From an optimization exercise on the open Yosys and OpenROAD flow, aimed at small area and a short achievable clock period; shortcuts taken in it are not production practice. Where RTL was checked, it was by simulation tests only, not by an equivalence proof against the original. The RTL of runs 1 to 3 was laid out without a check of its function. Power figures rest on the tool's default switching activity, not on a simulated workload.

==> flow/config.mk <==
export PLATFORM = sky130hd
export DESIGN_NAME = FIR
export DESIGN_NICKNAME = FIR
export VERILOG_FILES = /design/flow/design.v
export SDC_FILE = /design/flow/constraint.sdc
export NUM_CORES = 4
export LEC_CHECK = 0
export ABC_CLOCK_PERIOD_IN_PS = 2000
export CAP_MARGIN = 20
export CORE_MARGIN = 2
export CORE_UTILIZATION = 40
export SLEW_MARGIN = 20
export SYNTH_HIERARCHICAL = 1
==> flow/constraint.sdc <==
create_clock -name core_clock -period 13.0 [get_ports {clk}]
set_input_delay 2.6000 -clock core_clock [delete_from_list [all_inputs] [get_ports {clk}]]
set_output_delay 2.6000 -clock core_clock [all_outputs]
set_load 0.01 [all_outputs]
==> flow/design.v <==
module FIR(Dout, Din, clk, reset);
output	[17:0]	Dout;
input 	[7:0] 	Din;
input 		clk, reset;
reg [7:0] h1, h2, h3, h4, h5, h6, h7;
reg [15:0] R;
wire s1, c1;
HA u1 (.a(h2[0]), .b(h4[0]), .s(s1), .co(c1));
wire s2, c2;
FA u2 (.a(h2[1]), .b(h4[1]), .c(c1), .s(s2), .co(c2));
wire s3, c3;
FA u3 (.a(h2[2]), .b(h4[2]), .c(c2), .s(s3), .co(c3));
wire s4, c4;
FA u4 (.a(h2[3]), .b(h4[3]), .c(c3), .s(s4), .co(c4));
wire s5, c5;
FA u5 (.a(h2[4]), .b(h4[4]), .c(c4), .s(s5), .co(c5));
wire s6, c6;
FA u6 (.a(h2[5]), .b(h4[5]), .c(c5), .s(s6), .co(c6));
wire s7, c7;
FA u7 (.a(h2[6]), .b(h4[6]), .c(c6), .s(s7), .co(c7));
wire s8, c8;
FA u8 (.a(h2[7]), .b(h4[7]), .c(c7), .s(s8), .co(c8));
wire s9, c9;
FA u9 (.a(h6[0]), .b(h7[0]), .c(Din[0]), .s(s9), .co(c9));
wire n10 = ~s1;
wire s11, c11;
FA u11 (.a(h6[1]), .b(h7[1]), .c(n10), .s(s11), .co(c11));
wire s12, c12;
FA u12 (.a(s11), .b(Din[1]), .c(c9), .s(s12), .co(c12));
wire n13 = ~h7[2];
wire s14, c14;
FA u14 (.a(h3[0]), .b(n13), .c(h6[2]), .s(s14), .co(c14));
wire n15 = ~c11;
wire s16, c16;
FA u16 (.a(s14), .b(s2), .c(n15), .s(s16), .co(c16));
wire n17 = ~s16;
wire s18, c18;
FA u18 (.a(n17), .b(Din[2]), .c(c12), .s(s18), .co(c18));
wire s19, c19;
FA u19 (.a(h6[3]), .b(h7[3]), .c(h6[2]), .s(s19), .co(c19));
wire s20, c20;
FA u20 (.a(h3[1]), .b(h7[0]), .c(c14), .s(s20), .co(c20));
wire s21, c21;
FA u21 (.a(s20), .b(s3), .c(c16), .s(s21), .co(c21));
wire n22 = ~s21;
wire s23, c23;
FA u23 (.a(s19), .b(n22), .c(Din[3]), .s(s23), .co(c23));
wire s24, c24;
FA u24 (.a(h6[0]), .b(h6[4]), .c(h7[4]), .s(s24), .co(c24));
wire s25, c25;
FA u25 (.a(h3[0]), .b(h3[2]), .c(h7[1]), .s(s25), .co(c25));
wire s26, c26;
FA u26 (.a(s1), .b(c19), .c(s24), .s(s26), .co(c26));
wire n27 = ~s26;
wire s28, c28;
FA u28 (.a(s25), .b(c20), .c(n27), .s(s28), .co(c28));
wire s29, c29;
FA u29 (.a(s28), .b(s4), .c(c21), .s(s29), .co(c29));
wire s30, c30;
FA u30 (.a(Din[0]), .b(Din[4]), .c(c23), .s(s30), .co(c30));
wire s31, c31;
FA u31 (.a(h6[1]), .b(h6[5]), .c(h7[5]), .s(s31), .co(c31));
wire s32, c32;
FA u32 (.a(h1[0]), .b(h5[0]), .c(h3[0]), .s(s32), .co(c32));
wire s33, c33;
FA u33 (.a(h3[1]), .b(h3[3]), .c(h7[2]), .s(s33), .co(c33));
wire s34, c34;
FA u34 (.a(s1), .b(c24), .c(s31), .s(s34), .co(c34));
wire s35, c35;
FA u35 (.a(c25), .b(s32), .c(s33), .s(s35), .co(c35));
wire s36, c36;
FA u36 (.a(s2), .b(c26), .c(s34), .s(s36), .co(c36));
wire n37 = ~s36;
wire s38, c38;
FA u38 (.a(s35), .b(n37), .c(c28), .s(s38), .co(c38));
wire s39, c39;
FA u39 (.a(s38), .b(s5), .c(c29), .s(s39), .co(c39));
wire n40 = ~s39;
wire s41, c41;
FA u41 (.a(Din[1]), .b(Din[5]), .c(n40), .s(s41), .co(c41));
wire s42, c42;
FA u42 (.a(h6[2]), .b(h6[6]), .c(h7[6]), .s(s42), .co(c42));
wire s43, c43;
FA u43 (.a(h1[1]), .b(h5[1]), .c(h3[1]), .s(s43), .co(c43));
wire s44, c44;
FA u44 (.a(h3[2]), .b(h3[4]), .c(h7[3]), .s(s44), .co(c44));
wire s45, c45;
FA u45 (.a(c32), .b(c33), .c(s43), .s(s45), .co(c45));
wire s46, c46;
FA u46 (.a(c31), .b(s42), .c(s2), .s(s46), .co(c46));
wire s47, c47;
FA u47 (.a(s44), .b(c35), .c(s45), .s(s47), .co(c47));
wire s48, c48;
FA u48 (.a(c34), .b(s3), .c(s46), .s(s48), .co(c48));
wire n49 = ~s47;
wire s50, c50;
FA u50 (.a(c36), .b(n49), .c(s48), .s(s50), .co(c50));
wire s51, c51;
FA u51 (.a(s50), .b(Din[2]), .c(Din[6]), .s(s51), .co(c51));
wire s52, c52;
FA u52 (.a(c38), .b(s6), .c(c39), .s(s52), .co(c52));
wire n53 = ~s52;
wire s54, c54;
FA u54 (.a(s51), .b(n53), .c(c41), .s(s54), .co(c54));
wire s55, c55;
FA u55 (.a(h6[3]), .b(h6[7]), .c(h7[7]), .s(s55), .co(c55));
wire s56, c56;
FA u56 (.a(h1[2]), .b(h5[2]), .c(h3[2]), .s(s56), .co(c56));
wire s57, c57;
FA u57 (.a(h3[3]), .b(h3[5]), .c(h7[4]), .s(s57), .co(c57));
wire s58, c58;
FA u58 (.a(c43), .b(c44), .c(s56), .s(s58), .co(c58));
wire s59, c59;
FA u59 (.a(s57), .b(c45), .c(s58), .s(s59), .co(c59));
wire s60, c60;
FA u60 (.a(c42), .b(s55), .c(s3), .s(s60), .co(c60));
wire s61, c61;
FA u61 (.a(c46), .b(s4), .c(c48), .s(s61), .co(c61));
wire s62, c62;
FA u62 (.a(s60), .b(c50), .c(s61), .s(s62), .co(c62));
wire s63, c63;
FA u63 (.a(Din[3]), .b(Din[7]), .c(s62), .s(s63), .co(c63));
wire s64, c64;
FA u64 (.a(c47), .b(s59), .c(s7), .s(s64), .co(c64));
wire s65, c65;
FA u65 (.a(c51), .b(s63), .c(c54), .s(s65), .co(c65));
wire n66 = ~s65;
wire s67, c67;
FA u67 (.a(c52), .b(s64), .c(n66), .s(s67), .co(c67));
wire s68, c68;
FA u68 (.a(h1[3]), .b(h5[3]), .c(h3[3]), .s(s68), .co(c68));
wire s69, c69;
FA u69 (.a(h3[4]), .b(h3[6]), .c(h7[5]), .s(s69), .co(c69));
wire s70, c70;
FA u70 (.a(c56), .b(c57), .c(s68), .s(s70), .co(c70));
wire s71, c71;
FA u71 (.a(s69), .b(c58), .c(s70), .s(s71), .co(c71));
wire s72, c72;
FA u72 (.a(h6[4]), .b(c55), .c(s4), .s(s72), .co(c72));
wire s73, c73;
FA u73 (.a(c60), .b(s5), .c(c61), .s(s73), .co(c73));
wire s74, c74;
FA u74 (.a(s72), .b(Din[4]), .c(c62), .s(s74), .co(c74));
wire s75, c75;
FA u75 (.a(s73), .b(c63), .c(s74), .s(s75), .co(c75));
wire s76, c76;
FA u76 (.a(c59), .b(s71), .c(s8), .s(s76), .co(c76));
wire n77 = ~s75;
wire s78, c78;
FA u78 (.a(c64), .b(n77), .c(s76), .s(s78), .co(c78));
wire n79 = ~c65;
wire s80, c80;
FA u80 (.a(n79), .b(s78), .c(c67), .s(s80), .co(c80));
wire s81, c81;
FA u81 (.a(h1[4]), .b(h5[4]), .c(h3[4]), .s(s81), .co(c81));
wire s82, c82;
FA u82 (.a(h3[5]), .b(h3[7]), .c(h7[6]), .s(s82), .co(c82));
wire s83, c83;
FA u83 (.a(h6[5]), .b(c68), .c(c69), .s(s83), .co(c83));
wire s84, c84;
FA u84 (.a(s81), .b(s82), .c(c70), .s(s84), .co(c84));
wire s85, c85;
FA u85 (.a(s83), .b(c71), .c(s84), .s(s85), .co(c85));
wire s86, c86;
FA u86 (.a(s5), .b(c72), .c(s6), .s(s86), .co(c86));
wire s87, c87;
FA u87 (.a(c73), .b(Din[5]), .c(s86), .s(s87), .co(c87));
wire s88, c88;
FA u88 (.a(c74), .b(s87), .c(c75), .s(s88), .co(c88));
wire s89, c89;
FA u89 (.a(s85), .b(c8), .c(c76), .s(s89), .co(c89));
wire n90 = ~s88;
wire s91, c91;
FA u91 (.a(n90), .b(s89), .c(c78), .s(s91), .co(c91));
wire s92, c92;
FA u92 (.a(h1[5]), .b(h5[5]), .c(h3[5]), .s(s92), .co(c92));
wire s93, c93;
FA u93 (.a(h3[6]), .b(h7[7]), .c(c81), .s(s93), .co(c93));
wire s94, c94;
FA u94 (.a(c82), .b(s92), .c(c83), .s(s94), .co(c94));
wire s95, c95;
FA u95 (.a(s93), .b(s94), .c(c84), .s(s95), .co(c95));
wire n96 = ~c85;
wire s97, c97;
FA u97 (.a(h6[6]), .b(h6[5]), .c(n96), .s(s97), .co(c97));
wire s98, c98;
FA u98 (.a(s97), .b(s6), .c(Din[6]), .s(s98), .co(c98));
wire s99, c99;
FA u99 (.a(s7), .b(c86), .c(s98), .s(s99), .co(c99));
wire s100, c100;
FA u100 (.a(c87), .b(s99), .c(c88), .s(s100), .co(c100));
wire s101, c101;
FA u101 (.a(s95), .b(c89), .c(c91), .s(s101), .co(c101));
wire s102, c102;
FA u102 (.a(h1[6]), .b(h5[6]), .c(h3[6]), .s(s102), .co(c102));
wire s103, c103;
FA u103 (.a(h3[7]), .b(h6[7]), .c(c92), .s(s103), .co(c103));
wire s104, c104;
FA u104 (.a(s102), .b(c93), .c(s103), .s(s104), .co(c104));
wire s105, c105;
FA u105 (.a(c94), .b(s104), .c(c95), .s(s105), .co(c105));
wire s106, c106;
FA u106 (.a(c97), .b(Din[7]), .c(s7), .s(s106), .co(c106));
wire s107, c107;
FA u107 (.a(c98), .b(s8), .c(s106), .s(s107), .co(c107));
wire s108, c108;
FA u108 (.a(c99), .b(s107), .c(c100), .s(s108), .co(c108));
wire n109 = ~s108;
wire s110, c110;
FA u110 (.a(s105), .b(n109), .c(c101), .s(s110), .co(c110));
wire s111, c111;
FA u111 (.a(h5[7]), .b(h3[7]), .c(c102), .s(s111), .co(c111));
wire s112, c112;
FA u112 (.a(c103), .b(s111), .c(c104), .s(s112), .co(c112));
wire n113 = ~s112;
wire s114, c114;
FA u114 (.a(h6[7]), .b(h1[7]), .c(n113), .s(s114), .co(c114));
wire s115, c115;
FA u115 (.a(s114), .b(c8), .c(s8), .s(s115), .co(c115));
wire s116, c116;
FA u116 (.a(c106), .b(c107), .c(s115), .s(s116), .co(c116));
wire n117 = ~c105;
wire s118, c118;
FA u118 (.a(n117), .b(s116), .c(c108), .s(s118), .co(c118));
wire n119 = ~h1[7];
wire s120, c120;
FA u120 (.a(n119), .b(c111), .c(c112), .s(s120), .co(c120));
wire s121, c121;
FA u121 (.a(c114), .b(c8), .c(c115), .s(s121), .co(c121));
wire n122 = ~s120;
wire s123, c123;
FA u123 (.a(n122), .b(s121), .c(c116), .s(s123), .co(c123));
wire s124, c124;
FA u124 (.a(h1[7]), .b(c121), .c(c123), .s(s124), .co(c124));
wire n125 = c18 ^ s23;
wire n126 = c18 & s23;
wire n127 = ~s29 ^ s30;
wire n128 = ~s29 & s30;
wire n129 = c30 ^ s41;
wire n130 = c30 & s41;
wire n131 = ~c80 ^ ~s91;
wire n132 = ~c80 & ~s91;
wire n133 = s100 ^ ~s101;
wire n134 = s100 & ~s101;
wire n135 = ~c110 ^ s118;
wire n136 = ~c110 & s118;
wire n137 = c118 ^ s123;
wire n138 = c118 & s123;
wire n139 = ~c120 ^ s124;
wire n140 = ~c120 & s124;
wire n141 = h1[7] ^ c124;
wire n142 = h1[7] & c124;
wire n143 = s12 & s9;
wire n144 = n125 & s18;
wire n145 = n130 | (n129 & n128);
wire n146 = n129 & n127;
wire n147 = ~s67 & s54;
wire n148 = n131 & ~s80;
wire n149 = ~s110 & n134;
wire n150 = ~s110 & n133;
wire n151 = n138 | (n137 & n136);
wire n152 = n137 & n135;
wire n153 = n142 | (n141 & n140);
wire n154 = n141 & n139;
wire n155 = s18 & n143;
wire n156 = n144 & n143;
wire n157 = s54 & n145;
wire n158 = s54 & n146;
wire n159 = n147 & n145;
wire n160 = n147 & n146;
wire n161 = n134 | (n133 & n132);
wire n162 = n133 & n148;
wire n163 = n149 | (n150 & n132);
wire n164 = n150 & n148;
wire n165 = n140 | (n139 & n151);
wire n166 = n139 & n152;
wire n167 = n153 | (n154 & n151);
wire n168 = n154 & n152;
wire n169 = n128 | (n127 & n126);
wire n170 = n127 & n156;
wire n171 = n145 | (n146 & n126);
wire n172 = n146 & n156;
wire n173 = n157 | (n158 & n126);
wire n174 = n158 & n156;
wire n175 = n159 | (n160 & n126);
wire n176 = n160 & n156;
wire n177 = n136 | (n135 & n163);
wire n178 = n135 & n164;
wire n179 = n151 | (n152 & n163);
wire n180 = n152 & n164;
wire n181 = n165 | (n166 & n163);
wire n182 = n166 & n164;
wire n183 = n167 | (n168 & n163);
wire n184 = n168 & n164;
wire n185 = ~s80 & n175;
wire n186 = ~s80 & n176;
wire n187 = n132 | (n148 & n175);
wire n188 = n148 & n176;
wire n189 = n161 | (n162 & n175);
wire n190 = n162 & n176;
wire n191 = n163 | (n164 & n175);
wire n192 = n164 & n176;
wire n193 = n177 | (n178 & n175);
wire n194 = n178 & n176;
wire n195 = n179 | (n180 & n175);
wire n196 = n180 & n176;
wire n197 = n181 | (n182 & n175);
wire n198 = n182 & n176;
wire n199 = n183 | (n184 & n175);
wire n200 = n184 & n176;
wire n201 = n127 ^ n126;
wire n202 = n129 ^ n169;
wire n203 = s54 ^ n171;
wire n204 = ~s67 ^ n173;
wire n205 = ~s80 ^ n175;
wire n206 = n131 ^ n185;
wire n207 = n133 ^ n187;
wire n208 = ~s110 ^ n189;
wire n209 = n135 ^ n191;
wire n210 = n137 ^ n193;
wire n211 = n139 ^ n195;
wire n212 = n141 ^ n197;
wire [15:0] Rn = {n212, n211, n210, n209, n208, n207, n206, n205, n204, n203, n202, n201, n125, s18, s12, s9};
wire [15:0] y;
FIR_dout udout (.R(R), .Din(Din), .y(y));
always @(posedge clk)
begin
	if (reset)
	begin
		h1 <= 8'hff;
		h2 <= 8'h00;
		h3 <= 8'hff;
		h4 <= 8'h00;
		h5 <= 8'hff;
		h6 <= 8'h00;
		h7 <= 8'hff;
		R <= 16'd65281;
	end
	else
	begin
		h1 <= ~Din;
		h2 <= ~h1;
		h3 <= ~h2;
		h4 <= ~h3;
		h5 <= ~h4;
		h6 <= ~h5;
		h7 <= ~h6;
		R <= Rn;
	end
end
assign Dout = {2'b00, y};
endmodule
module FIR_dout(input [15:0] R, input [7:0] Din, output [15:0] y);
wire n213 = ~Din[0];
wire s214, c214;
HA u214 (.a(R[0]), .b(n213), .s(s214), .co(c214));
wire n215 = ~Din[1];
wire s216, c216;
HA u216 (.a(R[1]), .b(n215), .s(s216), .co(c216));
wire n217 = ~Din[2];
wire s218, c218;
HA u218 (.a(R[2]), .b(n217), .s(s218), .co(c218));
wire n219 = ~Din[3];
wire s220, c220;
FA u220 (.a(R[3]), .b(Din[0]), .c(n219), .s(s220), .co(c220));
wire n221 = ~Din[4];
wire s222, c222;
FA u222 (.a(R[4]), .b(Din[1]), .c(n221), .s(s222), .co(c222));
wire n223 = ~Din[5];
wire s224, c224;
FA u224 (.a(R[5]), .b(Din[2]), .c(n223), .s(s224), .co(c224));
wire n225 = ~Din[6];
wire s226, c226;
FA u226 (.a(R[6]), .b(Din[3]), .c(n225), .s(s226), .co(c226));
wire n227 = ~Din[7];
wire s228, c228;
FA u228 (.a(R[7]), .b(Din[4]), .c(n227), .s(s228), .co(c228));
wire s229, c229;
HA u229 (.a(R[8]), .b(Din[5]), .s(s229), .co(c229));
wire s230, c230;
HA u230 (.a(R[9]), .b(Din[6]), .s(s230), .co(c230));
wire s231, c231;
HA u231 (.a(R[10]), .b(Din[7]), .s(s231), .co(c231));
wire [15:0] ya = {R[15], R[14], R[13], R[12], R[11], s231, s230, s229, s228, s226, s224, s222, s220, s218, s216, s214};
wire [15:0] yb = {1'b0, 1'b0, 1'b0, 1'b0, c231, c230, c229, c228, c226, c224, c222, c220, c218, c216, c214, 1'b0};
wire [15:0] y = ya + yb;
endmodule
module FA(input a, input b, input c, output s, output co);
assign s = a ^ b ^ c;
assign co = (a & b) | (a & c) | (b & c);
endmodule
module HA(input a, input b, output s, output co);
assign s = a ^ b;
assign co = a & b;
endmodule
==> flow/flow/run.sh <==
#!/bin/bash
# Layout flow: the standard flow (standard.sh), with its standard synthesis
# unchanged, then the layout steps with a larger setup margin for repair_timing,
# faster port buffers and a smaller clock tree. Each step's full output goes to
# a log in this folder.
set -euo pipefail
bash standard.sh synth > log_synth.txt 2>&1
bash standard.sh SETUP_SLACK_MARGIN=5.5 \
  "BUFFER_PORTS_ARGS=-buffer_cell sky130_fd_sc_hd__buf_2" \
  "CTS_ARGS=-sink_clustering_enable -repair_clock_nets -dont_use_dummy_load -buf_list sky130_fd_sc_hd__clkbuf_8 -sink_clustering_size 36 -sink_clustering_max_diameter 100" \
  finish > log_layout.txt 2>&1
==> flow/standard.sh <==
#!/bin/bash
# synth_recipe.tcl (not shown) runs the flow's synth.tcl, then flattens the netlist and writes it again
# the make line also repeats each setting of config.mk as NAME=value (left out here)
make -C /OpenROAD-flow-scripts/flow DESIGN_CONFIG=/design/flow/config.mk WORK_HOME=/design/flow/orfs CLKGATE_MAP_FILE= SYNTH_SCRIPT=/design/flow/synth_recipe.tcl "${@:-finish}"
==> results of run 1 <==
critical path: stages:
cell and delay, ps:
buf_2 190, inv_1 80, fa_1 490, ha_2 300
a21oi_1 250, nand2_1 140, o211ai_2 280, and4b_1 250
nor3_2 50, buf_2 130
metal layers:
| metal | vias up | part of all wire | track usage |
|---|---|---|---|
| met2 | 43 | 0.47 | 0.256 |
| li1 | 1444 | - | - |
| met3 | 8 | 0.027 | 0.0270 |
| met5 | - | 0 | 0 |
| met1 | 1541 | 0.49 | 0.215 |
| met4 | 0 | 0.010 | 0.0417 |
state kept, by name, summed over array words and instances, names as in the netlist:
signal / cells
R: 16
h1: 8
h2: 8
h3: 8
h4: 8
h5: 8
h6: 8
h7: 8
per-stage QoR:
step | cell area [um2] | total power, uW | instances | utilization | hold slack (ps)
6_report | 5670 | 1130 | 636 | 0.445 | 380
5_1_grt | 5670 | 1270 | 636 | 0.445 | 387
4_1_cts | 5650 | 1150 | 636 | 0.444 | 384
3_5_place_dp | 5530 | 1010 | 627 | 0.435 | 372
3_3_place_gp | 5530 | 989 | 627 | 0.435 | 366
2_1_floorplan | 5260 | 853 | 443 | - | 362
how the worst max path moves through the flow:
stage,to,cells past startpoint
5_1_grt,Dout[15],10
2_1_floorplan,Dout[12],8
6_report,Dout[12],10
4_1_cts,Dout[15],10
3_5_place_dp,Dout[15],10
3_3_place_gp,Dout[15],10
power breakdown:
group          leakage [uW]  switching, uW  internal, uW
Sequential         0.000591           16.1           245
Combinational       0.00171            400           340
Clock             0.0000647           72.2          61.7
Total               0.00236            488           647
layout by cell type, fill, tap and decap left out, drive strengths merged, types with 2 or more instances in the layout:
cell type  synthesis  routed
xnor2              9       9
o211ai             2       2
conb               1       2
nand2b             2       2
nand3b             2       2
o21ai              9       9
buf                9      26
or2                2       2
a21o               4       4
o31ai              3       3
nand4              2       2
nor2              35      35
nand3              6       6
nand2             43      43
dfxtp             72      72
nor2b              8       8
xor2               7       7
nor3               7       7
ha                27      27
a211oi             2       2
clkbuf             5       9
fa               110     110
inv               41      41
mux2i              2       2
o21a               2       2
a21oi             16      16
per-module statistics from Yosys (local to each module, per instance):
module,flops+latches,cells,times used
FIR_dout,0,98,1
HA,0,1,7
FIR,72,229,1
FA,0,1,108
logic make-up (layout without fill, tap and decap cells):
logic type               Yosys count  in the layout
adder cells (fa/ha/maj)          137            137
flip-flops                        72             72
AO/OA/AOI/OAI                     47             47
XOR/XNOR                          16             16
other                              1              2
buffers and inverters             55             76
multiplexers                       2              2
AND/OR/NAND/NOR                  112            112
final cells by class:
cell class	count	area, um2
multi-input combinational	316	3600
clock buffer	9	124
fill	1233	7060
tap	172	215
timing repair buffer	26	133
inverter	41	154
sequential	72	1440
repair_timing:
| action | 4_1_cts | 5_1_grt |
|---|---|---|
| hold buffers | 0 | 0 |
| endpoints found under the setup margin | 0 | 4 |
| gates resized for setup | 0 | 2 |
==> impl_metrics.json, run 1 <==
{
  "synth_top_area_frac": 0.419,
  "synthSimpleGateAreaFrac": 0.0993,
  "synth_area_leaders": "fa_1 (42%), dfxtp_1 (27%), ha_1 (6.4%)",
  "synth_compound_area_frac": 0.0677,
  "grt_use_total": 0.156,
  "cp-startpoint": "Din[5]",
  "synth_xor_area_frac": 0.0267,
  "synthMuxAreaShare": 0.00381,
  "cts_sinks": 72,
  "synthAdderAreaFrac": 0.484,
  "maxCapViolCount": 0,
  "crit_type": "in2out",
  "ioPinCount": 28,
  "critPathMaxFanout": 5,
  "area_growth_pct": 7.88,
  "die_x_um": 119,
  "antenna_left": 0,
  "min_period_ps": 7370,
  "root_buffer": "clkbuf_8",
  "yosysMostFrequentCell": "fa_1",
  "fp-row-count": 41,
  "dr.first_iter.drc_count": 186,
  "drc": 0,
  "worst_slew_margin_rel": 0.503,
  "min_path_type": "reg2reg",
  "yosysWarningCount": 7,
  "worst_pin_slew_ps": 745,
  "cts_buffers": 9,
  "path_clk_slew_ps": 60,
  "fp.dieH_um": 119,
  "clock.fmax_mhz": 136,
  "grt_antenna_before_repair": 0,
  "start_util": 0.413,
  "drive_gt1_frac": 0.110,
  "endpoint_kind": "primary output",
  "hold_viol": 0,
  "holdPathEnd": "h5[0]$_SDFF_PP1_",
  "status": "timing/DRC/antenna clean",
  "clock_skew_ps": 28.2,
  "rrSetupSlack_ps": 6220,
  "yosys.cell_types.count": 51,
  "post_cts_buffers": 0,
  "core_region_area_um2": 12700,
  "crit_arrival_ps": 4770,
  "yosys-top-cells-count": "fa_1 (110), dfxtp_1 (72), nand2_1 (42)",
  "ys_dominant_reg_cell": "dfxtp_1",
  "power_density_nw_per_um2": 200,
  "dieArea_um2": 14100,
  "first_pass_iters": 4,
  "antenna_cells": 0,
  "io_buffers": 25,
  "synth_top_family_by_area": "adder cells",
  "yosysTopAreaCell": "fa_1",
  "synthArstFlopShare": 0,
  "wl_mm": 9.58,
  "clock_latency_ps": 350,
  "clock_path_buffers": 2,
  "num_vias": 3036,
  "cts_tree": "done",
  "fin_ws_ps": 5630,
  "critPathLaunchType": "input port",
  "synth_seq_area_share": 0.274,
  "place_hpwl_mm": 7.99,
  "grt_pass1_wl_mm": 17.2,
  "p_leak_uw": 0.00236,
  "rsz0062_at_grt": "yes",
  "cts.htree.levels": 3,
  "wl_per_cell_um": 15.1,
  "place_ws_ps": 5610,
  "synth_area_um2": 5250,
  "nNetsFinal": 613,
  "fin_crit_sh": 0.567,
  "syn_area_per_cell_um2": 11.9,
  "hold_path.startpoint": "h4[0]$_SDFF_PP0_",
  "grt_pass1_vias": 3446,
  "vias_per_cell": 4.77,
  "grt_overflow": 0,
  "drv_slew": 0,
  "fin_tns_setup_ps": 0,
  "timing.rr.end": "R[15]$_SDFF_PP1_",
  "required_ps": 10400,
  "grt_max_degree": 38,
  "synth_seq_cells": 72,
  "worst_r2r_path_depth": 18,
  "finalSetupViolations": 0,
  "r2r_start": "h2[0]$_SDFF_PP0_",
  "peakVddDrop_uv": 97.8,
  "synth_edf_count": 0,
  "postSynthCellCount": 442,
  "whs_path_depth": 1,
  "place.gp.congestion": 0.834
}
==> inputs of run 2 (changes only) <==
--- a/flow/flow/run.sh
+++ b/flow/flow/run.sh
@@ -5,7 +5,7 @@
 # a log in this folder.
 set -euo pipefail
 bash standard.sh synth > log_synth.txt 2>&1
-bash standard.sh SETUP_SLACK_MARGIN=5.5 \
+bash standard.sh SETUP_SLACK_MARGIN=6.3 \
   "BUFFER_PORTS_ARGS=-buffer_cell sky130_fd_sc_hd__buf_2" \
   "CTS_ARGS=-sink_clustering_enable -repair_clock_nets -dont_use_dummy_load -buf_list sky130_fd_sc_hd__clkbuf_8 -sink_clustering_size 36 -sink_clustering_max_diameter 100" \
   finish > log_layout.txt 2>&1
==> run 2 against run 1 <==
Hold slack better by 7.6 ps. Sequential power barely moved. Still clean. Sequential share of layout area fell by 2.5 points. Synthesized cell count unchanged. Design area increased by 11%. Die area is the same. Via count rose by 4.6%. Register-to-register slack better by 280 ps.
==> impl_metrics.json, run 2 <==
{
  "yosys.cell_types.count": 51,
  "grt_max_degree": 39,
  "wl_mm": 10.4,
  "clock.fmax_mhz": 139,
  "yosysTopAreaCell": "fa_1",
  "r2r_start": "h4[0]$_SDFF_PP0_",
  "first_pass_iters": 4,
  "rrSetupSlack_ps": 6500,
  "final_core_util": 0.494,
  "synthArstFlopShare": 0,
  "grt_use_total": 0.163,
  "antenna_cells": 0,
  "synth_area_um2": 5250,
  "power_uw": 1330,
  "final_common_cell": "fa_1",
  "ys_dominant_reg_cell": "dfxtp_1",
  "core_region_area_um2": 12700,
  "maxCapViolCount": 0,
  "synth_seq_cells": 72,
  "peakVddDrop_uv": 149,
  "critPathCapture": "Dout[11]",
  "num_vias": 3177,
  "worst_pin_slew_ps": 741,
  "syn_area_per_cell_um2": 11.9,
  "min_path_type": "reg2reg",
  "synth_top_area_frac": 0.419,
  "fin_crit_sh": 0.552,
  "p_clk_frac": 0.101,
  "start_util": 0.413,
  "p_comb_frac": 0.702,
  "cts.htree.levels": 3,
  "grt_antenna_before_repair": 0,
  "regMostFlops": "R",
  "nNetsFinal": 635,
  "ioPinCount": 28,
  "required_ps": 10400,
  "synth_area_leaders": "fa_1 (42%), dfxtp_1 (27%), ha_1 (6.4%)",
  "rsz0062_at_grt": "yes",
  "cts_tree": "done",
  "p_leak_uw": 0.00252,
  "drv_slew": 0,
  "clock_latency_ps": 360,
  "grt_pass1_vias": 3545,
  "synth_edf_count": 0,
  "drive_gt1_frac": 0.251,
  "yosysWarningCount": 7,
  "layout_common_cells": "fa_1 (97), dfxtp_1 (70), nand2_1 (39)",
  "die_x_um": 119,
  "io_buffers": 25,
  "grt_overflow": 0,
  "crit_type": "in2out",
  "root_buffer": "clkbuf_8",
  "finalSetupViolations": 0,
  "hold_path.startpoint": "h4[3]$_SDFF_PP0_",
  "dieArea_um2": 14100,
  "path_clk_slew_ps": 80,
  "intPower_uw": 763,
  "endpoint_kind": "primary output",
  "cts_buffers": 9,
  "power_density_nw_per_um2": 212,
  "critPathLaunchType": "input port",
  "pwr-share-seq": 0.197,
  "yosysMostFrequentCell": "fa_1",
  "fin_tns_setup_ps": 0,
  "hold_viol": 0,
  "yosys-top-cells-count": "fa_1 (110), dfxtp_1 (72), nand2_1 (42)",
  "synth_seq_area_share": 0.274,
  "crit_arrival_ps": 4570,
  "dr.first_iter.drc_count": 146,
  "worst_r2r_path_depth": 18,
  "hold_ws_ps": 388,
  "postSynthCellCount": 442,
  "timing.rr.end": "R[12]$_SDFF_PP1_",
  "area_growth_pct": 19.6,
  "place.gp.congestion": 0.842,
  "wl_per_cell_um": 15.9,
  "switching_share": 0.427,
  "antenna_left": 0,
  "drc": 0,
  "status": "timing/DRC/antenna clean",
  "clock_skew_ps": 26.5,
  "vias_per_cell": 4.83,
  "fp.dieH_um": 119,
  "cts_sinks": 72,
  "cp-startpoint": "Din[0]",
  "worst_slew_margin_rel": 0.506,
  "min_period_ps": 7170,
  "net-switching-power_uw": 569,
  "grt_pass1_wl_mm": 17.6,
  "clock_path_buffers": 2,
  "place_hpwl_mm": 8.07,
  "largest_reg_flops": 16,
  "fp-row-count": 41,
  "critPathMaxFanout": 4
}
-- run 2: changes by cell type in the layout (fill, tap and decap cells not counted), moves of 7 or more --
| cell | before | now |
|---|---|---|
| buf_2 | 25 | 17 |
| fa_1 | 110 | 97 |
| ha_1 | 25 | 16 |
| a21oi_1 | 15 | 8 |
| ha_4 | 1 | 10 |
| buf_4 | 1 | 20 |
| fa_2 | 0 | 13 |
-- run 2: cells by family after synthesis --
family	count (synthesis)	share of synthesized area
fa+ha+maj	137	0.484
compound gates	47	0.0677
other cells	1	0.000714
mux	2	0.00381
simple gates	112	0.0993
xor+xnor	16	0.0267
buf+inv	55	0.0438
flops	72	0.274
-- run 2: routing by layer --
layer | vias to the layer above | track usage | routed length [um]
met5 | - | 0 | 0
met1 | 1634 | 0.223 | 4980
met3 | 15 | 0.0328 | 273
met4 | 0 | 0.0506 | 169
met2 | 42 | 0.263 | 5020
li1 | 1486 | - | -
-- run 2: per-stage QoR --
stage / setup slack [ps] / cell area (um2) / instances
after global placement: 5720 / 5640 / 627
final: 5830 / 6280 / 658
after CTS: 5800 / 6050 / 647
after global routing: 5730 / 6280 / 658
after detailed placement: 5680 / 5640 / 627
after floorplan: 6140 / 5370 / 443
-- run 2: Yosys stat by module (local to each module, per instance) --
module / flip-flops and latches / times used
FIR: 72 / 1
FIR_dout: 0 / 1
FA: 0 / 108
HA: 0 / 7
-- run 2: what timing repair did --
action / CTS / global route
pin swaps: 28 / 32
buffers inserted: 11 / 11
hold buffers: 0 / 0
endpoints found under the setup margin: 14 / 17
gates resized for setup: 48 / 35
-- run 2: worst min-delay path by stage --
stage / slack [ps] / to / depth (start not counted)
final: 390 / h5[3]$_SDFF_PP1_ / 1
after global routing: 410 / h5[3]$_SDFF_PP1_ / 1
after CTS: 390 / h5[3]$_SDFF_PP1_ / 1
after detailed placement: 370 / h3[0]$_SDFF_PP1_ / 1
after global placement: 370 / h3[0]$_SDFF_PP1_ / 1
after floorplan: 360 / h5[0]$_SDFF_PP1_ / 1
-- run 2: layout make-up --
| type | instances | area [um2] |
|---|---|---|
| Multi-Input combinational cell | 316 | 3920 |
| Inverter | 41 | 169 |
| Sequential cell | 72 | 1440 |
| Timing Repair Buffer | 48 | 412 |
| Tap cell | 172 | 215 |
| Clock buffer | 9 | 124 |
| Fill cell | 1175 | 6440 |
-- run 2: power groups by stage --
stage	Sequential [uW]	Clock, uW	Combinational (uW)
after floorplan	261	0	620
after global placement	267	0	759
after detailed placement	267	0	772
after CTS	262	139	842
after global routing	265	148	1050
final	262	134	935
-- run 2: worst max-delay path: stages --
cell       delay, ps
buf_12           110
fa_1             510
ha_4             320
a21oi_4           70
o211ai_4         210
o2111ai_4        190
a32oi_2          260
xor2_1           150
buf_2            140
==> inputs of run 3 (changes only) <==
--- a/flow/flow/run.sh
+++ b/flow/flow/run.sh
@@ -5,7 +5,7 @@
 # a log in this folder.
 set -euo pipefail
 bash standard.sh synth > log_synth.txt 2>&1
-bash standard.sh SETUP_SLACK_MARGIN=6.3 \
+bash standard.sh SETUP_SLACK_MARGIN=6.0 \
   "BUFFER_PORTS_ARGS=-buffer_cell sky130_fd_sc_hd__buf_2" \
   "CTS_ARGS=-sink_clustering_enable -repair_clock_nets -dont_use_dummy_load -buf_list sky130_fd_sc_hd__clkbuf_8 -sink_clustering_size 36 -sink_clustering_max_diameter 100" \
   finish > log_layout.txt 2>&1
==> run 3 against run 2 <==
Hold slack worse by 7.2 ps. Total power is 7.7% lower. First-iteration DRC count is 6.2% lower. Clock skew is 2.7 ps higher.
==> impl_metrics.json, run 3 <==
{
  "path_depth": 10,
  "rrSetupSlack_ps": 6340,
  "synth_area_um2": 5250,
  "grt_antenna_before_repair": 0,
  "clock_skew_ps": 29.1,
  "core_region_area_um2": 12700,
  "grt_pass1_vias": 3546,
  "p_clk_frac": 0.110,
  "area_growth_pct": 16.1,
  "place.gp.congestion": 0.834,
  "clock.fmax_mhz": 140,
  "vias_per_cell": 4.79,
  "p_leak_uw": 0.00251,
  "min_path_type": "reg2reg",
  "postSynthCellCount": 442,
  "dp_cells": 627,
  "final_cells": 655,
  "drc": 0,
  "path_clk_slew_ps": 60,
  "io_buffers": 25,
  "fin_crit_sh": 0.550,
  "ys_dominant_reg_cell": "dfxtp_1",
  "cts.htree.levels": 3,
  "fin_tns_setup_ps": 0,
  "yosysTopAreaCell": "fa_1",
  "critPathMaxFanout": 4,
  "timing.rr.end": "R[15]$_SDFF_PP1_",
  "net-switching-power_uw": 526,
  "cp_top_family": "adder cells",
  "num_vias": 3137,
  "cts_tree": "done",
  "hold_path.startpoint": "h4[0]$_SDFF_PP0_",
  "peakVddDrop_uv": 102,
  "yosysMostFrequentCell": "fa_1",
  "place_hpwl_mm": 7.99,
  "fp-row-count": 41,
  "power_density_nw_per_um2": 201,
  "drive_gt1_frac": 0.188,
  "yosysWarningCount": 7,
  "crit_type": "in2out",
  "min_period_ps": 7160,
  "required_ps": 10400,
  "first_pass_iters": 6,
  "pwr-share-seq": 0.213,
  "layout_common_cells": "fa_1 (109), dfxtp_1 (72), nand2_1 (41)",
  "worst_slew_margin_rel": 0.495,
  "cts_buffers": 9,
  "status": "timing/DRC/antenna clean",
  "worst_r2r_path_depth": 18,
  "fp.dieH_um": 119,
  "start_util": 0.413,
  "maxCapViolCount": 0,
  "dieArea_um2": 14100,
  "cp_cell_sequence": "buf_12 -> fa_1 -> ha_4 -> nand2_4 -> buf_6 -> nor3b_4 -> o211ai_4 -> and4b_1 -> nor3_2 -> buf_2",
  "ioPinCount": 28,
  "synth_top_area_frac": 0.419,
  "grt_overflow": 0,
  "synthArstFlopShare": 0,
  "antenna_left": 0,
  "cp-startpoint": "Din[2]",
  "yosys-top-cells-count": "fa_1 (110), dfxtp_1 (72), nand2_1 (42)",
  "cts_sinks": 72,
  "p_comb_frac": 0.677,
  "endpoint_kind": "primary output",
  "r2r_start": "h2[0]$_SDFF_PP0_",
  "intPower_uw": 702,
  "drv_slew": 0,
  "clock_latency_ps": 350,
  "wl_per_cell_um": 15.4,
  "critPathCapture": "Dout[12]",
  "final_common_cell": "fa_1",
  "critPathLaunchType": "input port",
  "grt_use_total": 0.163,
  "worst_pin_slew_ps": 757,
  "wl_mm": 10.1,
  "grt_max_degree": 38,
  "regMostFlops": "R",
  "synth_seq_area_share": 0.274,
  "hold_viol": 0,
  "antenna_cells": 0,
  "design_area_um2": 6100,
  "synth_edf_count": 0,
  "hold_ws_ps": 380,
  "crit_arrival_ps": 4560,
  "die_x_um": 119,
  "grt_pass1_wl_mm": 17.9,
  "synth_seq_cells": 72,
  "largest_reg_flops": 16,
  "nNetsFinal": 632,
  "cpPeakStageDelay_ps": 490,
  "hold_buffers": 0,
  "root_buffer": "clkbuf_8",
  "postPlaceCellArea_um2": 5530,
  "crit_slowest_cell": "fa_1",
  "finalSetupViolations": 0,
  "crit_buf_inv": 3,
  "syn_area_per_cell_um2": 11.9,
  "nFillCells": 1182,
  "rsz0062_at_grt": "yes",
  "synth_area_leaders": "fa_1 (42%), dfxtp_1 (27%), ha_1 (6.4%)",
  "dr.first_iter.drc_count": 137,
  "yosys.cell_types.count": 51,
  "switching_share": 0.428,
  "clock_path_buffers": 2
}
==> run 3: cells by family (layout without fill, tap and decap cells) <==
| logic type | after synthesis | count (layout) | share of synthesized area |
|---|---|---|---|
| adders and majority gates | 137 | 137 | 0.484 |
| and+or+nand+nor | 112 | 112 | 0.0993 |
| DFF | 72 | 72 | 0.274 |
| buffers and inverters | 55 | 95 | 0.0438 |
| AOI/OAI and AO/OA | 47 | 47 | 0.0677 |
| xor gates and xnor gates | 16 | 16 | 0.0267 |
| muxes | 2 | 2 | 0.00381 |
| other | 1 | 2 | 0.000714 |
==> run 3: per-module statistics from Yosys, one instance, submodules excluded <==
module,times used,cells,cell area (um2)
FA,108,1,20.0
FIR,1,229,2300
FIR_dout,1,98,704
HA,7,1,12.5
==> run 3: worst min-delay path by stage <==
stage / cells after the start / end
2_1_floorplan: 1 / h5[0]$_SDFF_PP1_
3_3_place_gp: 1 / h3[0]$_SDFF_PP1_
3_5_place_dp: 1 / h5[0]$_SDFF_PP1_
4_1_cts: 1 / h5[0]$_SDFF_PP1_
5_1_grt: 1 / h5[0]$_SDFF_PP1_
6_report: 1 / h5[0]$_SDFF_PP1_
==> run 3: area by class of cell <==
class | instances | area, um2 | area share
well taps | 172 | 215 | 0.0353
clock buffers | 9 | 124 | 0.0203
inverters | 41 | 159 | 0.0261
flip-flops and latches | 72 | 1440 | 0.236
repair buffers | 45 | 385 | 0.0632
multi-input cells | 316 | 3770 | 0.619
==> run 3: worst register-to-register path, stage by stage (launching register included) <==
cell and delay, ps:
dfxtp_1 310, ha_1 220, fa_1 410, fa_1 390
fa_1 400, fa_1 400, fa_1 410, fa_1 420
fa_1 620, fa_1 480, fa_1 390, fa_1 390
fa_1 480, inv_1 40, ha_1 320, a21oi_2 240
o31ai_4 140, o21a_1 200, o31a_1 270
==> run 3: metal layers <==
layer / share of wire / wire length (um) / track usage / vias to the layer above
li1: - / - / - / 1483
met1: 0.49 / 4990 / 0.227 / 1601
met2: 0.47 / 4750 / 0.267 / 43
met3: 0.024 / 239 / 0.0275 / 10
met4: 0.011 / 116 / 0.0409 / 0
met5: 0 / 0 / 0 / -
==> run 3: power groups by stage <==
stage	clock (uW)	combinational [uW]	sequential, uW
after floorplan	0	592	261
after global placement	0	723	266
after detailed placement	0	741	266
after CTS	140	810	261
after global routing	150	946	266
final	135	831	262
==> run 3: repair_timing <==
action                                  CTS  global route
gates resized for setup                  47            16
pin swaps                                24            22
endpoints found under the setup margin   11            13
buffers inserted                         12             7
cloned                                    0             0
==> run 3: through the flow <==
step	worst slack, ps	power [uW]	utilization
global placement	5650	989	0.435
detailed placement	5610	1010	0.435
CTS	5790	1210	0.468
floorplan	6120	853	-
finish	5840	1230	0.479
global route	5760	1360	0.479
==> inputs of run 4 (changes only) <==
--- a/flow/design.v
+++ b/flow/design.v
@@ -383,7 +383,7 @@
 HA u231 (.a(R[10]), .b(Din[7]), .s(s231), .co(c231));
 wire [15:0] ya = {R[15], R[14], R[13], R[12], R[11], s231, s230, s229, s228, s226, s224, s222, s220, s218, s216, s214};
 wire [15:0] yb = {1'b0, 1'b0, 1'b0, 1'b0, c231, c230, c229, c228, c226, c224, c222, c220, c218, c216, c214, 1'b0};
-wire [15:0] y = ya + yb;
+assign y = ya + yb;
 endmodule
 module FA(input a, input b, input c, output s, output co);
 assign s = a ^ b ^ c;
--- a/flow/flow/run.sh
+++ b/flow/flow/run.sh
@@ -5,7 +5,7 @@
 # a log in this folder.
 set -euo pipefail
 bash standard.sh synth > log_synth.txt 2>&1
-bash standard.sh SETUP_SLACK_MARGIN=6.0 \
+bash standard.sh SETUP_SLACK_MARGIN=5.5 \
   "BUFFER_PORTS_ARGS=-buffer_cell sky130_fd_sc_hd__buf_2" \
   "CTS_ARGS=-sink_clustering_enable -repair_clock_nets -dont_use_dummy_load -buf_list sky130_fd_sc_hd__clkbuf_8 -sink_clustering_size 36 -sink_clustering_max_diameter 100" \
   finish > log_layout.txt 2>&1
--- a/flow/config.mk
+++ b/flow/config.mk
@@ -5,7 +5,7 @@
 export SDC_FILE = /design/flow/constraint.sdc
 export NUM_CORES = 4
 export LEC_CHECK = 0
-export ABC_CLOCK_PERIOD_IN_PS = 2000
+export ABC_CLOCK_PERIOD_IN_PS = 1200
 export CAP_MARGIN = 20
 export CORE_MARGIN = 2
 export CORE_UTILIZATION = 40
==> run 4 against run 3 <==
Still clean. Combinational power is 11% lower. Non-clock buffer count shrank 19. Total power fell by 7.6%. Largest power group unchanged.
==> impl_metrics.json, run 4 <==
{
  "antenna_cells": 0,
  "synth_top_area_frac": 0.419,
  "syn_area_per_cell_um2": 11.9,
  "yosysMostFrequentCell": "fa_1",
  "fp.dieH_um": 119,
  "p_leak_uw": 0.00236,
  "postPlaceCellArea_um2": 5530,
  "synth_seq_cells": 72,
  "cp_cell_sequence": "buf_2 -> inv_1 -> fa_1 -> ha_2 -> a21oi_1 -> nand2_1 -> o211ai_2 -> and4b_1 -> nor3_2 -> buf_2",
  "num_vias": 3036,
  "worst_slew_margin_rel": 0.503,
  "drive_gt1_frac": 0.110,
  "status": "timing/DRC/antenna clean",
  "clock.fmax_mhz": 136,
  "yosysTopAreaCell": "fa_1",
  "place_hpwl_mm": 7.99,
  "worst_pin_slew_ps": 745,
  "required_ps": 10400,
  "whs_path_depth": 1,
  "drv_slew": 0,
  "cp_common_cell": "buf_2",
  "dp_cells": 627,
  "cts_buffers": 9,
  "grt_use_total": 0.156,
  "critPathMaxFanout": 5,
  "min_path_type": "reg2reg",
  "cts_sinks": 72,
  "clock_skew_ps": 28.2,
  "path_clk_slew_ps": 60,
  "path_depth": 10,
  "area_growth_pct": 7.88,
  "min_period_ps": 7370,
  "power_density_nw_per_um2": 200,
  "clock_latency_ps": 350,
  "cpPeakStageDelay_ps": 490,
  "layout_common_cells": "fa_1 (110), dfxtp_1 (72), nand2_1 (42)",
  "dieArea_um2": 14100,
  "crit_slowest_cell": "fa_1",
  "cts_tree": "done",
  "root_buffer": "clkbuf_8",
  "finalSetupViolations": 0,
  "die_x_um": 119,
  "worst_r2r_path_depth": 18,
  "yosys.cell_types.count": 51,
  "cts.htree.levels": 3,
  "largest_reg_flops": 16,
  "crit_buf_inv": 3,
  "synth_area_um2": 5250,
  "cp_top_family": "adder cells",
  "crit_type": "in2out",
  "core_region_area_um2": 12700,
  "vias_per_cell": 4.77,
  "io_buffers": 25,
  "maxCapViolCount": 0,
  "clock_path_buffers": 2,
  "wl_per_cell_um": 15.1,
  "rsz0062_at_grt": "yes",
  "ioPinCount": 28,
  "synthArstFlopShare": 0,
  "start_util": 0.413,
  "design_area_um2": 5670,
  "nFillCells": 1233,
  "postSynthCellCount": 442,
  "final_core_util": 0.445,
  "antenna_left": 0,
  "regMostFlops": "R",
  "yosys-top-cells-count": "fa_1 (110), dfxtp_1 (72), nand2_1 (42)",
  "drc": 0,
  "synth_edf_count": 0,
  "yosysWarningCount": 7,
  "ys_dominant_reg_cell": "dfxtp_1",
  "fp-row-count": 41,
  "grt_pass1_vias": 3446,
  "synth_seq_area_share": 0.274,
  "wl_mm": 9.58,
  "synth_area_leaders": "fa_1 (42%), dfxtp_1 (27%), ha_1 (6.4%)",
  "grt_max_degree": 38,
  "grt_antenna_before_repair": 0,
  "crit_arrival_ps": 4770,
  "fin_crit_sh": 0.567,
  "fin_tns_setup_ps": 0,
  "post_cts_buffers": 0,
  "first_pass_iters": 4,
  "critPathLaunchType": "input port",
  "final_cells": 636,
  "final_common_cell": "fa_1",
  "grt_pass1_wl_mm": 17.2,
  "nNetsFinal": 613,
  "dr.first_iter.drc_count": 186,
  "grt_overflow": 0,
  "place.gp.congestion": 0.834,
  "hold_viol": 0,
  "endpoint_kind": "primary output",
  "peakVddDrop_uv": 97.8
}
==> run 4: cell count changes in the layout (fill, tap and decap cells not counted), sizes merged <==
| cell | change |
|---|---|
| buf | -19 |
==> run 4: final cells by class <==
| type | instances | area [um2] | area share |
|---|---|---|---|
| multi-input combinational | 316 | 3600 | 0.635 |
| tap | 172 | 215 | 0.0380 |
| sequential | 72 | 1440 | 0.254 |
| clock buffer | 9 | 124 | 0.0219 |
| timing repair buffer | 26 | 133 | 0.0234 |
| inverter | 41 | 154 | 0.0272 |
==> run 4: timing repair <==
| item | CTS | global route |
|---|---|---|
| setup endpoints to repair | 0 | 4 |
| gates resized for setup | 0 | 2 |
| hold endpoints to repair | 0 | 0 |
| hold buffers | 0 | 0 |
==> run 4: modules after synthesis, one instance, submodules excluded <==
module    cell area (um2)  flip-flops and latches  times used  cells inside
FIR                  2300                      72           1           229
FIR_dout              704                       0           1            98
FA                   20.0                       0         108             1
HA                   12.5                       0           7             1
==> run 4: layer usage <==
metal  routed length, um  track usage  up-vias  share of wire
met3                 262       0.0270        8          0.027
met2                4480        0.256       43           0.47
met1                4740        0.215     1541           0.49
met4                  98       0.0417        0          0.010
met5                   0            0        -              0
li1                    -            -     1444              -
==> run 4: report_power, final <==
part,leakage (uW),internal [uW],switching (uW)
combinational,0.00171,340,400
clock,0.0000647,61.7,72.2
sequential,0.000591,245,16.1
total,0.00236,647,488
==> run 4: path summary, 6_finish.rpt <==
check,from,to,slack (ps)
setup / recovery,Din[5],Dout[12],5630
hold / removal,h4[0]$_SDFF_PP0_,h5[0]$_SDFF_PP1_,380
setup reg to reg,h2[0]$_SDFF_PP0_,R[15]$_SDFF_PP1_,6220
hold reg to reg,h4[0]$_SDFF_PP0_,h5[0]$_SDFF_PP1_,380
==> run 4: stage by stage <==
stage / power [uW] / worst slack [ps] / hold slack, ps
2_1_floorplan: 853 / 6120 / 362
3_3_place_gp: 989 / 5650 / 366
3_5_place_dp: 1010 / 5610 / 372
4_1_cts: 1150 / 5600 / 384
5_1_grt: 1270 / 5480 / 387
6_report: 1130 / 5630 / 380
==> run 4: logic make-up after synthesis <==
| family | count (synthesis) | share of synthesized area |
|---|---|---|
| fa+ha+maj | 137 | 0.484 |
| simple gates | 112 | 0.0993 |
| flops | 72 | 0.274 |
| buf+inv | 55 | 0.0438 |
| compound gates | 47 | 0.0677 |
| xor+xnor | 16 | 0.0267 |
| mux | 2 | 0.00381 |
| other cells | 1 | 0.000714 |
==> inputs of run 5 (changes only) <==
==> flow/config.mk (replaced) <==
export PLATFORM = sky130hd
export DESIGN_NAME = FIR
export DESIGN_NICKNAME = FIR
export VERILOG_FILES = /design/flow/design.v
export SDC_FILE = /design/flow/constraint.sdc
export NUM_CORES = 4
export LEC_CHECK = 0
export ABC_CLOCK_PERIOD_IN_PS = 2000
export CAP_MARGIN = 20
export CORE_MARGIN = 2
export CORE_UTILIZATION = 65
export SLEW_MARGIN = 20
export SYNTH_HIERARCHICAL = 1
==> run 5 against run 4 <==
Synthesized area stayed put. Utilization increased by 27 points. Critical path type unchanged. Total power shrank 0.70%. Hold slack improved by 11 ps. Highest routed layer unchanged. Critical path depth stayed put. Design area is 1.7% lower. Still clean on timing, DRC and antenna. Sequential share of layout area up 0.44 points.
==> impl_metrics.json, run 5 <==
{
  "synth_top_area_frac": 0.419,
  "antenna_left": 0,
  "fin_ws_ps": 5670,
  "rrSetupSlack_ps": 6190,
  "synth_edf_count": 0,
  "grt_pass1_wl_mm": 15.8,
  "crit_type": "in2out",
  "design_area_um2": 5570,
  "wl_per_cell_um": 16.2,
  "endpoint_kind": "primary output",
  "synth_seq_area_share": 0.274,
  "yosysTopAreaCell": "fa_1",
  "maxCapViolCount": 0,
  "dieArea_um2": 8820,
  "clock_path_buffers": 2,
  "finalSetupViolations": 0,
  "synthSimpleGateAreaFrac": 0.0993,
  "ys_dominant_reg_cell": "dfxtp_1",
  "clock_latency_ps": 350,
  "postPlaceCellArea_um2": 5440,
  "worst_slew_margin_rel": 0.530,
  "worst_r2r_path_depth": 18,
  "cts.htree.levels": 3,
  "grt_max_degree": 39,
  "fin_crit_sh": 0.564,
  "syn_area_per_cell_um2": 11.9,
  "hold_viol": 0,
  "grt_antenna_before_repair": 0,
  "regMostFlops": "R",
  "root_buffer": "clkbuf_8",
  "power_density_nw_per_um2": 202,
  "cts_sinks": 72,
  "synth_compound_area_frac": 0.0677,
  "critPathLaunchType": "input port",
  "post_cts_buffers": 0,
  "synth_seq_cells": 72,
  "synthArstFlopShare": 0,
  "multi_input_area_um2": 3590,
  "die_x_um": 93.9,
  "crit_arrival_ps": 4730,
  "path_clk_slew_ps": 60,
  "wl_mm": 9.14,
  "grt_pass1_vias": 3346,
  "p_leak_uw": 0.00237,
  "antenna_cells": 0,
  "cts_buffers": 9,
  "place_ws_ps": 5620,
  "drc": 0,
  "fp-row-count": 32,
  "clock.fmax_mhz": 136,
  "grt_use_total": 0.239,
  "place.gp.congestion": 0.807,
  "synth_xor_area_frac": 0.0267,
  "required_ps": 10400,
  "peakVddDrop_uv": 83.9,
  "yosysWarningCount": 7,
  "area_growth_pct": 6.05,
  "synth_area_leaders": "fa_1 (42%), dfxtp_1 (27%), ha_1 (6.4%)",
  "dr.first_iter.drc_count": 71,
  "place_hpwl_mm": 7.54,
  "num_vias": 3066,
  "final_common_cell": "fa_1",
  "io_buffers": 25,
  "layout_common_cells": "fa_1 (110), dfxtp_1 (72), nand2_1 (42)",
  "drv_slew": 0,
  "synth_top_family_by_area": "adder cells",
  "whs_path_depth": 1,
  "ioPinCount": 28,
  "fin_tns_setup_ps": 0,
  "rsz0062_at_grt": "no",
  "core_region_area_um2": 7770,
  "fp.dieH_um": 93.9,
  "status": "timing/DRC/antenna clean",
  "min_period_ps": 7330,
  "largest_reg_flops": 16,
  "drive_gt1_frac": 0.110,
  "seq_area_um2": 1440,
  "grt_overflow": 0,
  "synthMuxAreaShare": 0.00381,
  "critPathMaxFanout": 5,
  "cts_tree": "done",
  "synth_area_um2": 5250,
  "worst_pin_slew_ps": 705,
  "postSynthCellCount": 442,
  "synthAdderAreaFrac": 0.484,
  "nFillCells": 582,
  "vias_per_cell": 5.42,
  "min_path_type": "reg2reg",
  "yosysMostFrequentCell": "fa_1",
  "start_util": 0.676,
  "nNetsFinal": 613,
  "first_pass_iters": 4,
  "yosys.cell_types.count": 51,
  "yosys-top-cells-count": "fa_1 (110), dfxtp_1 (72), nand2_1 (42)",
  "clock_skew_ps": 41.0
}
==> run 5: cell counts after synthesis <==
Identical to the previous run, type by type.
==> run 5: final timing paths <==
kind,startpoint,end
worst max-delay path,Din[4],Dout[12]
worst min-delay path,h4[0]$_SDFF_PP0_,h5[0]$_SDFF_PP1_
worst max register to register,h2[0]$_SDFF_PP0_,R[15]$_SDFF_PP1_
worst min register to register,h4[0]$_SDFF_PP0_,h5[0]$_SDFF_PP1_
==> run 5: repair_timing <==
item / in CTS / in global routing
hold endpoints to repair: 0 / 0
hold buffers: 0 / 0
gates resized for setup: 0 / 2
setup endpoints to repair: 0 / 2
==> run 5: kinds of logic (layout without fill, tap and decap cells) <==
kind of cell,count (synthesis),count (layout)
buf+inv,55,76
xor+xnor,16,16
flops,72,72
simple gates,112,112
other cells,1,2
compound gates,47,47
fa+ha+maj,137,137
mux,2,2
==> run 5: cell type report <==
cell class              instances  area share
well taps                     102      0.0229
multi-input cells             316       0.645
flip-flops and latches         72       0.259
clock buffers                   9      0.0222
repair buffers                 26      0.0238
inverters                      41      0.0276
==> run 5: modules after synthesis (local to each module, per instance) <==
module / flops+latches / cells / area, um2
FA: 0 / 1 / 20.0
FIR: 72 / 229 / 2300
FIR_dout: 0 / 98 / 704
HA: 0 / 1 / 12.5
==> run 5: stage by stage <==
stage	util	hold WS [ps]	instances	power, uW
finish	0.717	392	566	1130
floorplan	-	362	443	853
detailed placement	0.700	373	557	999
global placement	0.700	366	557	976
CTS	0.716	388	566	1130
global route	0.717	405	566	1240
==> run 5: critical path, cell delays in order <==
cell,delay (ps)
buf_2,200
inv_1,80
fa_1,440
ha_1,370
nand2_2,110
nor3b_4,230
o211ai_2,160
and4b_1,240
nor3_2,150
buf_2,140
==> run 5: layer usage <==
layer	wire length, um	track usage
met1	4220	0.311
met2	4570	0.421
met3	252	0.0441
met4	103	0.0568
met5	0	0
==> run 5: power by group <==
group	total [uW]	switching, uW	internal, uW
Clock	131	69.5	61.6
Combinational	734	396	338
Sequential	261	16.3	245
==> inputs of run 6 (changes only) <==
--- a/flow/config.mk
+++ b/flow/config.mk
@@ -5,6 +5,7 @@
 export SDC_FILE = /design/flow/constraint.sdc
 export NUM_CORES = 4
 export LEC_CHECK = 0
+export ABC_AREA = 1
 export ABC_CLOCK_PERIOD_IN_PS = 2000
 export CAP_MARGIN = 20
 export CORE_MARGIN = 2
==> run 6 against run 5 <==
Still clean on timing, DRC and antenna. Critical path depth increased by 4. Highest routed layer unchanged. Largest cell class unchanged. Combinational power increased by 7.8%. Die area increased by 3.7%. Routed wire length increased by 9.8%.
==> impl_metrics.json, run 6 <==
{
  "status": "timing/DRC/antenna clean",
  "drc": 0,
  "seq_area_um2": 1440,
  "timing.rr.end": "R[15]$_SDFF_PP1_",
  "worst_r2r_path_depth": 23,
  "nNetsFinal": 724,
  "ys_dominant_reg_cell": "dfxtp_1",
  "yosys-top-cells-count": "nand2_1 (122), fa_1 (110), inv_1 (86)",
  "first_pass_iters": 5,
  "min_path_type": "reg2reg",
  "cpPeakStageDelay_ps": 430,
  "path_clk_slew_ps": 80,
  "grt_overflow": 0,
  "place_hpwl_mm": 8.47,
  "cts.htree.levels": 3,
  "multi_input_area_um2": 3630,
  "grt_use_total": 0.261,
  "wl_mm": 10.0,
  "cts-resized-gates": 0,
  "rsz0062_at_grt": "no",
  "cts_tree": "done",
  "cts_sinks": 72,
  "core_region_area_um2": 8180,
  "hold_buffers": 0,
  "yosys.cell_types.count": 29,
  "root_buffer": "clkbuf_8",
  "grt_pass1_wl_mm": 17.5,
  "required_ps": 10400,
  "fp-row-count": 33,
  "syn_area_per_cell_um2": 9.94,
  "rrSetupSlack_ps": 6200,
  "area_growth_pct": 6.26,
  "clock_latency_ps": 350,
  "yosysMostFrequentCell": "nand2_1",
  "finalSetupViolations": 0,
  "final_cells": 680,
  "critPathLaunchType": "input port",
  "start_util": 0.668,
  "synth_seq_area_share": 0.264,
  "grt_pass1_vias": 3746,
  "num_vias": 3521,
  "ioPinCount": 28,
  "place.gp.congestion": 0.850,
  "yosysTopAreaCell": "fa_1",
  "min_period_ps": 7090,
  "postSynthCellCount": 549,
  "dieArea_um2": 9150,
  "crit_arrival_ps": 4490,
  "synthArstFlopShare": 0,
  "vias_per_cell": 5.18,
  "final_common_cell": "nand2_1",
  "clock_path_buffers": 2,
  "layout_common_cells": "nand2_1 (122), fa_1 (110), inv_1 (86)",
  "worst_slew_margin_rel": 0.577,
  "clock.fmax_mhz": 141,
  "yosysWarningCount": 7,
  "r2r_start": "h2[0]$_SDFF_PP0_",
  "clock_skew_ps": 32.5,
  "grt_max_degree": 34,
  "fp.dieH_um": 95.6,
  "crit_slowest_cell": "fa_1",
  "antenna_cells": 0,
  "hold_viol": 0,
  "fin_tns_setup_ps": 0,
  "maxCapViolCount": 0,
  "synth_top_area_frac": 0.403,
  "crit_type": "in2out",
  "peakVddDrop_uv": 99.0,
  "synth_area_um2": 5460,
  "largest_reg_flops": 16,
  "antenna_left": 0,
  "io_buffers": 25,
  "hold_path.startpoint": "h4[0]$_SDFF_PP0_",
  "drv_slew": 0,
  "synth_area_leaders": "fa_1 (40%), dfxtp_1 (26%), nand2_1 (8.4%)",
  "whs_path_depth": 1,
  "regMostFlops": "R",
  "cp_cell_sequence": "buf_2 -> inv_1 -> ha_1 -> ha_1 -> fa_1 -> nand2_2 -> nand2_1 -> nand3_1 -> nand2_2 -> nand2_1 -> nand2_1 -> nand2_1 -> nand2_1 -> buf_2",
  "synth_seq_cells": 72,
  "endpoint_kind": "primary output",
  "synth_edf_count": 0,
  "drive_gt1_frac": 0.103,
  "cp_common_cell": "nand2_1",
  "holdPathEnd": "h5[0]$_SDFF_PP1_",
  "power_density_nw_per_um2": 204,
  "fin_crit_sh": 0.546,
  "cts_buffers": 9,
  "nFillCells": 642,
  "dr.first_iter.drc_count": 128,
  "critPathMaxFanout": 5,
  "grt_antenna_before_repair": 0,
  "die_x_um": 95.6,
  "p_leak_uw": 0.00278,
  "worst_pin_slew_ps": 635,
  "post_cts_buffers": 0,
  "wl_per_cell_um": 14.8,
  "dp_cells": 671
}
==> run 6: changes by cell type after synthesis, moves of 13 or more <==
| cell | change |
|---|---|
| inv_1 | +45 |
| nand3_1 | +19 |
| nand2_1 | +80 |
| nor2_1 | +13 |
==> run 6: how the worst max path moves through the flow <==
stage	to	slack, ps	cells after the start	start
final	Dout[15]	5910	14	Din[1]
after floorplan	Dout[15]	6360	12	Din[1]
after global routing	Dout[15]	5750	14	Din[1]
after detailed placement	Dout[15]	5910	14	Din[1]
after global placement	Dout[15]	5950	14	Din[1]
after CTS	Dout[15]	5890	14	Din[1]
==> run 6: kinds of logic (layout without fill, tap and decap cells) <==
group,count (synthesis),after routing,synth area share
simple gates,219,219,0.172
fa+ha+maj,137,137,0.465
buf+inv,100,125,0.0711
flops,72,72,0.264
compound gates,10,10,0.0103
xor+xnor,10,10,0.0160
other cells,1,2,0.000687
==> run 6: critical path: cells and delay by family <==
| family | cells | cell delay [ps] |
|---|---|---|
| buffers and inverters | 3 | 390 |
| AND/OR/NAND/NOR | 8 | 580 |
| adder cells (fa/ha/maj) | 3 | 940 |
==> run 6: report_power, final <==
group	total (uW)	leakage, uW	internal, uW	switching (uW)
sequential	261	0.000591	245	15.5
combinational	791	0.00213	320	471
clock	133	0.0000647	61.7	71.5
total	1180	0.00278	627	558
==> run 6: modules after synthesis, one instance, submodules excluded <==
module | cells | flip-flops and latches | area [um2] | copies in the design
FIR | 277 | 72 | 2390 | 1
FA | 1 | 0 | 20.0 | 108
FIR_dout | 157 | 0 | 816 | 1
HA | 1 | 0 | 12.5 | 7
==> run 6: cell type report <==
| class | instances | area share |
|---|---|---|
| Clock buffer | 9 | 0.0214 |
| Tap cell | 105 | 0.0227 |
| Multi-Input combinational cell | 378 | 0.626 |
| Sequential cell | 72 | 0.249 |
| Inverter | 90 | 0.0583 |
| Timing Repair Buffer | 26 | 0.0229 |
==> run 6: layer usage <==
metal,global-route usage,vias to the layer above,part of all wire
li1,-,1677,-
met1,0.340,1769,0.43
met2,0.462,65,0.52
met3,0.0427,10,0.038
met4,0.0560,0,0.010
met5,0,-,0
==> run 6: stage by stage <==
stage / worst slack, ps / area [um2] / hold WS (ps) / power [uW] / utilization
after floorplan: 6360 / 5460 / 370 / 882 / -
after CTS: 5890 / 5800 / 389 / 1190 / 0.709
after global routing: 5750 / 5800 / 404 / 1320 / 0.709
final: 5910 / 5800 / 383 / 1180 / 0.709
after global placement: 5950 / 5680 / 377 / 1030 / 0.694
after detailed placement: 5910 / 5680 / 386 / 1060 / 0.694

-- separate check: timing with driven ports --
Ports are ideal in the flow. The routed layouts listed here were re-timed in OpenROAD.
Step 1, drivers: a clkbuf_16 drives clk and a buf_2 each remaining input, both assumed.
Step 2 times the ports against the registers' clock, not the clock port: input delays grow and output delays shrink by t, the midpoint of the rising clock arrivals with the driver on.
Three values: no drivers, after step 1, after step 2; two values: the first two.
run | shift t [ns] | setup WS [ns] | worst setup path at the end | worst register clock-pin slew, ns | worst slew at a driven data input, ns
run 1 | 0.364 | 5.628 / 5.609 / 5.609 | input to output | 0.08 / 0.08 | 0.03
run 2 | 0.374 | 5.829 / 5.776 / 5.776 | input to output | 0.08 / 0.08 | 0.07
run 3 | 0.368 | 5.844 / 5.784 / 5.784 | input to output | 0.08 / 0.08 | 0.07
run 4 | 0.364 | 5.628 / 5.609 / 5.609 | input to output | 0.08 / 0.08 | 0.03
run 5 | 0.355 | 5.671 / 5.651 / 5.651 | input to output | 0.09 / 0.09 | 0.03
run 6 | 0.360 | 5.907 / 5.883 / 5.883 | input to output | 0.08 / 0.08 | 0.03
After both steps setup and hold are still met in every run listed. The setup slack of run 3, which loses most, moves by -0.060 ns with the drivers and by -0.060 ns with both steps.
